Background: an optimization exercise with open tools, aiming at small area. Do not read the settings as production practice. Function was checked by simulation only, so behaviour that the tests miss may differ from the original. No activity file was given, so power comes from the tool's default toggle rates.

==> build 71 <==
==> flow/design.v <==
module dual_port_ram #(
  parameter DATA_WIDTH = 8,
  parameter ADDR_WIDTH = 6
)(
  input logic clk,
  input logic rst,
  input logic [DATA_WIDTH-1 : 0] data1,
  input logic [ADDR_WIDTH-1 : 0] addr1,
  input logic enable1,
  input logic [DATA_WIDTH-1 : 0] data2,
  input logic [ADDR_WIDTH-1 : 0] addr2,
  input logic enable2,
  output logic [DATA_WIDTH-1 : 0] q1,
  output logic [DATA_WIDTH-1 : 0] q2
);
  logic [DATA_WIDTH-1 : 0] ram[0 : 2**(ADDR_WIDTH)-1];
  always@(posedge clk) begin
    if(rst) begin
      q1 <= 0;
      q2 <= 0;
    end else begin
      if (enable1) begin
        ram[addr1] <= data1;
      end else begin
        q1 <= ram[addr1];
      end 
      if (enable2) begin
        ram[addr2] <= data2;
      end else begin
        q2 <= ram[addr2];
      end 
    end 
  end
endmodule
==> flow/run.sh <==
#!/bin/bash
# synth_recipe.tcl (not shown) runs the flow's synth.tcl, then flattens the netlist and writes it again
# the make line also repeats each setting of config.mk as NAME=value (left out here)
make -C /OpenROAD-flow-scripts/flow DESIGN_CONFIG=/design/flow/config.mk WORK_HOME=/design/flow/orfs CLKGATE_MAP_FILE= SYNTH_SCRIPT=/design/flow/synth_recipe.tcl finish
==> flow/config.mk <==
export PLATFORM = sky130hd
export DESIGN_NAME = dual_port_ram
export DESIGN_NICKNAME = dual_port_ram
export VERILOG_FILES = /design/flow/design.v
export SDC_FILE = /design/flow/constraint.sdc
export NUM_CORES = 4
export LEC_CHECK = 0
export CAP_MARGIN = 20
export CORE_MARGIN = 2
export CORE_UTILIZATION = 30
export SLEW_MARGIN = 20
==> flow/constraint.sdc <==
create_clock -name core_clock -period 10.0 [get_ports {clk}]
set_input_delay 2.0000 -clock core_clock [delete_from_list [all_inputs] [get_ports {clk}]]
set_output_delay 2.0000 -clock core_clock [all_outputs]
set_load 0.01 [all_outputs]
==> trial 14: changes against build 71 <==
==> flow/design.v, changed modules only <==
module dpram_wbit (
  input  logic s1, a1,
  input  logic s2, a2,
  input  logic h,  q,
  output logic n
);
  assign n = ~((s1 & a1) | (s2 & a2) | (h & q));
endmodule
module dpram_rsel3 (
  input  logic a, qa,
  input  logic b, qb,
  input  logic c, qc,
  output logic n
);
  assign n = ~((a & qa) | (b & qb) | (c & qc));
endmodule
module dpram_rsel1 (
  input  logic a, qa,
  output logic n
);
  assign n = ~(a & qa);
endmodule
module dpram_hold (
  input  logic hi1_n, lo1_n,
  input  logic hi2_n, lo2_n,
  output logic h
);
  assign h = (hi1_n | lo1_n) & (hi2_n | lo2_n);
endmodule
module dpram_pre3 (
  input  logic [2:0] a,
  input  logic       en,
  output logic [7:0] n
);
  always_comb
    for (int i = 0; i < 8; i++)
      n[i] = ~(en & (a == 3'(i)));
endmodule
module dpram_pre3n (
  input  logic [2:0] a,
  output logic [7:0] n
);
  always_comb
    for (int i = 0; i < 8; i++)
      n[i] = ~(a == 3'(i));
endmodule
module dpram_nor2 (
  input  logic a, b,
  output logic y
);
  assign y = ~(a | b);
endmodule
module dual_port_ram #(
  parameter DATA_WIDTH = 8,
  parameter ADDR_WIDTH = 6
)(
  input logic clk,
  input logic rst,
  input logic [DATA_WIDTH-1 : 0] data1,
  input logic [ADDR_WIDTH-1 : 0] addr1,
  input logic enable1,
  input logic [DATA_WIDTH-1 : 0] data2,
  input logic [ADDR_WIDTH-1 : 0] addr2,
  input logic enable2,
  output logic [DATA_WIDTH-1 : 0] q1,
  output logic [DATA_WIDTH-1 : 0] q2
);
  localparam DEPTH = 64;
  localparam N3 = 21;           
  logic [DATA_WIDTH-1 : 0] ram [0 : DEPTH-1];
  logic [DATA_WIDTH-1 : 0] ram_n [0 : DEPTH-1];
  logic we1, we2;
  assign we2 = enable2 & ~rst;
  assign we1 = enable1 & ~rst & ~(enable2 & (addr1 == addr2));
  logic [7:0] lo1_n, lo2_n, hi1_n, hi2_n;
  dpram_pre3n u_lo1 (.a(addr1[2:0]), .n(lo1_n));
  dpram_pre3n u_lo2 (.a(addr2[2:0]), .n(lo2_n));
  dpram_pre3n u_hi1 (.a(addr1[5:3]), .n(hi1_n));
  dpram_pre3n u_hi2 (.a(addr2[5:3]), .n(hi2_n));
  logic [7:0] whi1_n, whi2_n;
  dpram_pre3 u_whi1 (.a(addr1[5:3]), .en(we1), .n(whi1_n));
  dpram_pre3 u_whi2 (.a(addr2[5:3]), .en(we2), .n(whi2_n));
  logic [DEPTH-1:0] r1, r2, h;
  for (genvar w = 0; w < DEPTH; w++) begin : g_line
    dpram_nor2 u_r1 (.a(hi1_n[w/8]), .b(lo1_n[w%8]), .y(r1[w]));
    dpram_nor2 u_r2 (.a(hi2_n[w/8]), .b(lo2_n[w%8]), .y(r2[w]));
    dpram_hold u_h  (.hi1_n(whi1_n[w/8]), .lo1_n(lo1_n[w%8]),
                     .hi2_n(whi2_n[w/8]), .lo2_n(lo2_n[w%8]), .h(h[w]));
  end
  logic ph;
  always_ff @(posedge clk) begin
    if (ph) ph <= 1'b0;
    else    ph <= 1'b1;
  end
  logic [DATA_WIDTH-1:0] a1, a2;
  assign a1 = (data1 ^ {DATA_WIDTH{ph}}) & {DATA_WIDTH{we1}};
  assign a2 = (data2 ^ {DATA_WIDTH{ph}}) & {DATA_WIDTH{we2}};
  for (genvar w = 0; w < DEPTH; w++) begin : g_word
    for (genvar b = 0; b < DATA_WIDTH; b++) begin : g_bit
      dpram_wbit u_wbit (
        .s1(r1[w]), .a1(a1[b]),
        .s2(r2[w]), .a2(a2[b]),
        .h(h[w]),   .q(ram[w][b]),
        .n(ram_n[w][b])
      );
    end
  end
  always_ff @(posedge clk) begin
    for (int w = 0; w < DEPTH; w++)
      ram[w] <= ram_n[w];
  end
  logic [DATA_WIDTH-1:0] g1 [0 : N3];
  logic [DATA_WIDTH-1:0] g2 [0 : N3];
  for (genvar b = 0; b < DATA_WIDTH; b++) begin : g_rbit
    for (genvar g = 0; g < N3; g++) begin : g_grp
      dpram_rsel3 u_r1 (
        .a(r1[3*g]),   .qa(ram[3*g][b]),
        .b(r1[3*g+1]), .qb(ram[3*g+1][b]),
        .c(r1[3*g+2]), .qc(ram[3*g+2][b]),
        .n(g1[g][b])
      );
      dpram_rsel3 u_r2 (
        .a(r2[3*g]),   .qa(ram[3*g][b]),
        .b(r2[3*g+1]), .qb(ram[3*g+1][b]),
        .c(r2[3*g+2]), .qc(ram[3*g+2][b]),
        .n(g2[g][b])
      );
    end
    dpram_rsel1 u_r1 (.a(r1[DEPTH-1]), .qa(ram[DEPTH-1][b]), .n(g1[N3][b]));
    dpram_rsel1 u_r2 (.a(r2[DEPTH-1]), .qa(ram[DEPTH-1][b]), .n(g2[N3][b]));
  end
  logic [DATA_WIDTH-1:0] rd1, rd2;
  always_comb begin
    rd1 = '1;
    rd2 = '1;
    for (int g = 0; g < N3+1; g++) begin
      rd1 = rd1 & g1[g];
      rd2 = rd2 & g2[g];
    end
    rd1 = ~rd1 ^ {DATA_WIDTH{ph}};
    rd2 = ~rd2 ^ {DATA_WIDTH{ph}};
  end
  always_ff @(posedge clk) begin
    if (rst) begin
      q1 <= '0;
      q2 <= '0;
    end else begin
      if (!enable1) q1 <= rd1;
      if (!enable2) q2 <= rd2;
    end
  end
endmodule
==> flow/flow/run.sh (new file) <==
#!/bin/bash
# The standard layout, with two changes: the port buffers are the smallest
# buffer cell, and clock tree synthesis inserts no dummy loads.
set -euo pipefail
bash standard.sh \
  "BUFFER_PORTS_ARGS=-buffer_cell sky130_fd_sc_hd__buf_1" \
  "CTS_ARGS=-sink_clustering_enable -repair_clock_nets -sink_clustering_size 16 -sink_clustering_max_diameter 60 -buf_list sky130_fd_sc_hd__clkbuf_8 -dont_use_dummy_load" \
  finish > standard.log 2>&1
==> flow/standard.sh (new file) <==
#!/bin/bash
# synth_recipe.tcl (not shown) runs the flow's synth.tcl, then flattens the netlist and writes it again
# the make line also repeats each setting of config.mk as NAME=value (left out here)
make -C /OpenROAD-flow-scripts/flow DESIGN_CONFIG=/design/flow/config.mk WORK_HOME=/design/flow/orfs CLKGATE_MAP_FILE= SYNTH_SCRIPT=/design/flow/synth_recipe.tcl "${@:-finish}"
- CORE_UTILIZATION: 30 -> 45
- CTS_BUF_LIST: default -> sky130_fd_sc_hd__clkbuf_8
- CTS_CLUSTER_DIAMETER: default -> 60
- CTS_CLUSTER_SIZE: default -> 16
- PLACE_DENSITY: default -> 0.62
- SYNTH_HIERARCHICAL: default -> 1
- SYNTH_MINIMUM_KEEP_SIZE: default -> 0
removed: flow/run.sh
==> trial 28: changes against build 71 <==
==> flow/design.v, changed modules only <==
module dpram_wbit (
  input  logic s1, a1,
  input  logic s2, a2,
  input  logic h,  q,
  output logic n
);
  assign n = ~((s1 & a1) | (s2 & a2) | (h & ~q));
endmodule
module dpram_rsel3 (
  input  logic a, qa,
  input  logic b, qb,
  input  logic c, qc,
  output logic n
);
  assign n = ~((a & qa) | (b & qb) | (c & qc));
endmodule
module dpram_rsel1 (
  input  logic a, qa,
  output logic n
);
  assign n = ~(a & qa);
endmodule
module dpram_hold (
  input  logic hi1_n, lo1_n,
  input  logic hi2_n, lo2_n,
  output logic h
);
  assign h = (hi1_n | lo1_n) & (hi2_n | lo2_n);
endmodule
module dpram_pre3 (
  input  logic [2:0] a,
  input  logic       en,
  output logic [7:0] n
);
  always_comb
    for (int i = 0; i < 8; i++)
      n[i] = ~(en & (a == 3'(i)));
endmodule
module dpram_pre3n (
  input  logic [2:0] a,
  output logic [7:0] n
);
  always_comb
    for (int i = 0; i < 8; i++)
      n[i] = ~(a == 3'(i));
endmodule
module dpram_nor2 (
  input  logic a, b,
  output logic y
);
  assign y = ~(a | b);
endmodule
module dual_port_ram #(
  parameter DATA_WIDTH = 8,
  parameter ADDR_WIDTH = 6
)(
  input logic clk,
  input logic rst,
  input logic [DATA_WIDTH-1 : 0] data1,
  input logic [ADDR_WIDTH-1 : 0] addr1,
  input logic enable1,
  input logic [DATA_WIDTH-1 : 0] data2,
  input logic [ADDR_WIDTH-1 : 0] addr2,
  input logic enable2,
  output logic [DATA_WIDTH-1 : 0] q1,
  output logic [DATA_WIDTH-1 : 0] q2
);
  localparam DEPTH = 64;
  localparam N3 = 21;           
  logic [DATA_WIDTH-1 : 0] ram [0 : DEPTH-1];
  logic [DATA_WIDTH-1 : 0] ram_n [0 : DEPTH-1];
  logic we1, we2;
  assign we2 = enable2 & ~rst;
  assign we1 = enable1 & ~rst & ~(enable2 & (addr1 == addr2));
  logic [7:0] lo1_n, lo2_n, hi1_n, hi2_n;
  dpram_pre3n u_lo1 (.a(addr1[2:0]), .n(lo1_n));
  dpram_pre3n u_lo2 (.a(addr2[2:0]), .n(lo2_n));
  dpram_pre3n u_hi1 (.a(addr1[5:3]), .n(hi1_n));
  dpram_pre3n u_hi2 (.a(addr2[5:3]), .n(hi2_n));
  logic [7:0] whi1_n, whi2_n;
  dpram_pre3 u_whi1 (.a(addr1[5:3]), .en(we1), .n(whi1_n));
  dpram_pre3 u_whi2 (.a(addr2[5:3]), .en(we2), .n(whi2_n));
  logic [DEPTH-1:0] r1, r2, h;
  for (genvar w = 0; w < DEPTH; w++) begin : g_line
    dpram_nor2 u_r1 (.a(hi1_n[w/8]), .b(lo1_n[w%8]), .y(r1[w]));
    dpram_nor2 u_r2 (.a(hi2_n[w/8]), .b(lo2_n[w%8]), .y(r2[w]));
    dpram_hold u_h  (.hi1_n(whi1_n[w/8]), .lo1_n(lo1_n[w%8]),
                     .hi2_n(whi2_n[w/8]), .lo2_n(lo2_n[w%8]), .h(h[w]));
  end
  logic [DATA_WIDTH-1:0] a1, a2;
  assign a1 = ~data1 & {DATA_WIDTH{we1}};
  assign a2 = ~data2 & {DATA_WIDTH{we2}};
  for (genvar w = 0; w < DEPTH; w++) begin : g_word
    for (genvar b = 0; b < DATA_WIDTH; b++) begin : g_bit
      dpram_wbit u_wbit (
        .s1(r1[w]), .a1(a1[b]),
        .s2(r2[w]), .a2(a2[b]),
        .h(h[w]),   .q(ram[w][b]),
        .n(ram_n[w][b])
      );
    end
  end
  always_ff @(posedge clk) begin
    for (int w = 0; w < DEPTH; w++)
      ram[w] <= ram_n[w];
  end
  logic [DATA_WIDTH-1:0] g1 [0 : N3];
  logic [DATA_WIDTH-1:0] g2 [0 : N3];
  for (genvar b = 0; b < DATA_WIDTH; b++) begin : g_rbit
    for (genvar g = 0; g < N3; g++) begin : g_grp
      dpram_rsel3 u_r1 (
        .a(r1[3*g]),   .qa(ram[3*g][b]),
        .b(r1[3*g+1]), .qb(ram[3*g+1][b]),
        .c(r1[3*g+2]), .qc(ram[3*g+2][b]),
        .n(g1[g][b])
      );
      dpram_rsel3 u_r2 (
        .a(r2[3*g]),   .qa(ram[3*g][b]),
        .b(r2[3*g+1]), .qb(ram[3*g+1][b]),
        .c(r2[3*g+2]), .qc(ram[3*g+2][b]),
        .n(g2[g][b])
      );
    end
    dpram_rsel1 u_r1 (.a(r1[DEPTH-1]), .qa(ram[DEPTH-1][b]), .n(g1[N3][b]));
    dpram_rsel1 u_r2 (.a(r2[DEPTH-1]), .qa(ram[DEPTH-1][b]), .n(g2[N3][b]));
  end
  logic [DATA_WIDTH-1:0] rd1, rd2;
  always_comb begin
    rd1 = '1;
    rd2 = '1;
    for (int g = 0; g < N3+1; g++) begin
      rd1 = rd1 & g1[g];
      rd2 = rd2 & g2[g];
    end
    rd1 = ~rd1;
    rd2 = ~rd2;
  end
  always_ff @(posedge clk) begin
    if (rst) begin
      q1 <= '0;
      q2 <= '0;
    end else begin
      if (!enable1) q1 <= rd1;
      if (!enable2) q2 <= rd2;
    end
  end
endmodule
- CORE_UTILIZATION: 30 -> 45
- CTS_BUF_LIST: default -> sky130_fd_sc_hd__clkbuf_8
- CTS_CLUSTER_DIAMETER: default -> 60
- CTS_CLUSTER_SIZE: default -> 16
- PLACE_DENSITY: default -> 0.62
- SYNTH_HIERARCHICAL: default -> 1
- SYNTH_MINIMUM_KEEP_SIZE: default -> 0
==> results.rst <==
.. list-table::
   :header-rows: 1

   * - Metric
     - Value
   * - Outcome
     - no timing/DRC/antenna violations
   * - Largest family of logic cells by synthesized area
     - compound AO/OA/AOI/OAI gates
   * - Via count
     - 26,210
   * - Floorplan row count
     - 84
   * - Final worst path period share
     - 0.5598
   * - Multi-input gate area
     - 11,360 sq um
   * - Top cell type's share of synthesized area
     - 0.4457
   * - Logic power comb
     - 773 uW
   * - Reported net switching power
     - 1.489 mW
   * - Multi-input gate share of total cell area
     - 0.4232
   * - Top cells by area, synth
     - dfxtp_1 (45%), a222oi_1 (36%), inv_1 (8.4%)
   * - Sequential share of cell area
     - 0.3938
[end of results for trial 28]
==> results.rst <==
.. list-table::
   :header-rows: 1

   * - Metric
     - Value
   * - Outcome
     - no timing/DRC/antenna violations
   * - Vias in the first global route
     - 21,510
   * - Largest family of logic cells by synthesized area
     - compound AO/OA/AOI/OAI gates
   * - Initial drt markers
     - 8,586
   * - Top cells by area, synth
     - dfxtp_1 (48%), a222oi_1 (38%), o22a_1 (2.5%)
   * - Sequential area share after synthesis
     - 0.4787
   * - Sequential share of cell area
     - 0.4294
   * - Registers with the most flip-flops
     - ram (512), q1 (8), q2 (8)
   * - Post-route design area
     - 24,660 sq um
   * - Floorplan row count
     - 81
   * - Logic power comb
     - 649 uW
   * - Final worst path period share
     - 0.5734
   * - Post-synthesis sequential element count
     - 529
   * - Multi-input gate area
     - 11,680 sq um
   * - Top cell type's share of synthesized area
     - 0.4787
   * - Via count
     - 24,500
[end of results for trial 14]
==> results.rst <==
.. list-table::
   :header-rows: 1

   * - Metric
     - Value
   * - Reported net switching power
     - 1.426 mW
   * - Final worst path period share
     - 0.5306
   * - Largest family of logic cells by synthesized area
     - multiplexers
   * - Floorplan row count
     - 119
   * - Sequential share of cell area
     - 0.4469
   * - Via count
     - 25,370
   * - Outcome
     - no timing/DRC/antenna violations
   * - Worst Hold Endpoint
     - q2[7]
   * - Logic power comb
     - 703 uW
   * - Multi-input gate area
     - 14,830 sq um
   * - Multi-input gate share of total cell area
     - 0.4223
[end of results for build 71]

## separate check: timing with driven ports
In the flow no input, the clock included, has a driving cell. The finished layouts below were timed again as built, in two steps.
Step 1, drivers: a clkbuf_16 drives clk and a buf_2 each remaining input, both assumed.
Step 2, shift: input delay + t, output delay - t, t = (earliest + latest rising clock arrival at the registers) / 2. This alone moves slack from input paths to output paths.
a / b / c = ideal ports / drivers / drivers and shift; a / b = the first two.
| run | t (ns) | slack for setup (ns) | worst data-port slew with drivers (ns) |
|---|---|---|---|
| build 71 | 0.708 | 4.694 / 4.676 / 3.968 | 0.16 |
| trial 14 | 0.720 | 4.266 / 4.287 / 3.567 | 0.09 |
| trial 28 | 0.724 | 4.402 / 4.438 / 3.714 | 0.05 |
After both steps setup and hold are still met in every run listed. The setup slack of build 71, which loses most, moves by -0.018 ns with the drivers and by -0.726 ns with both steps.
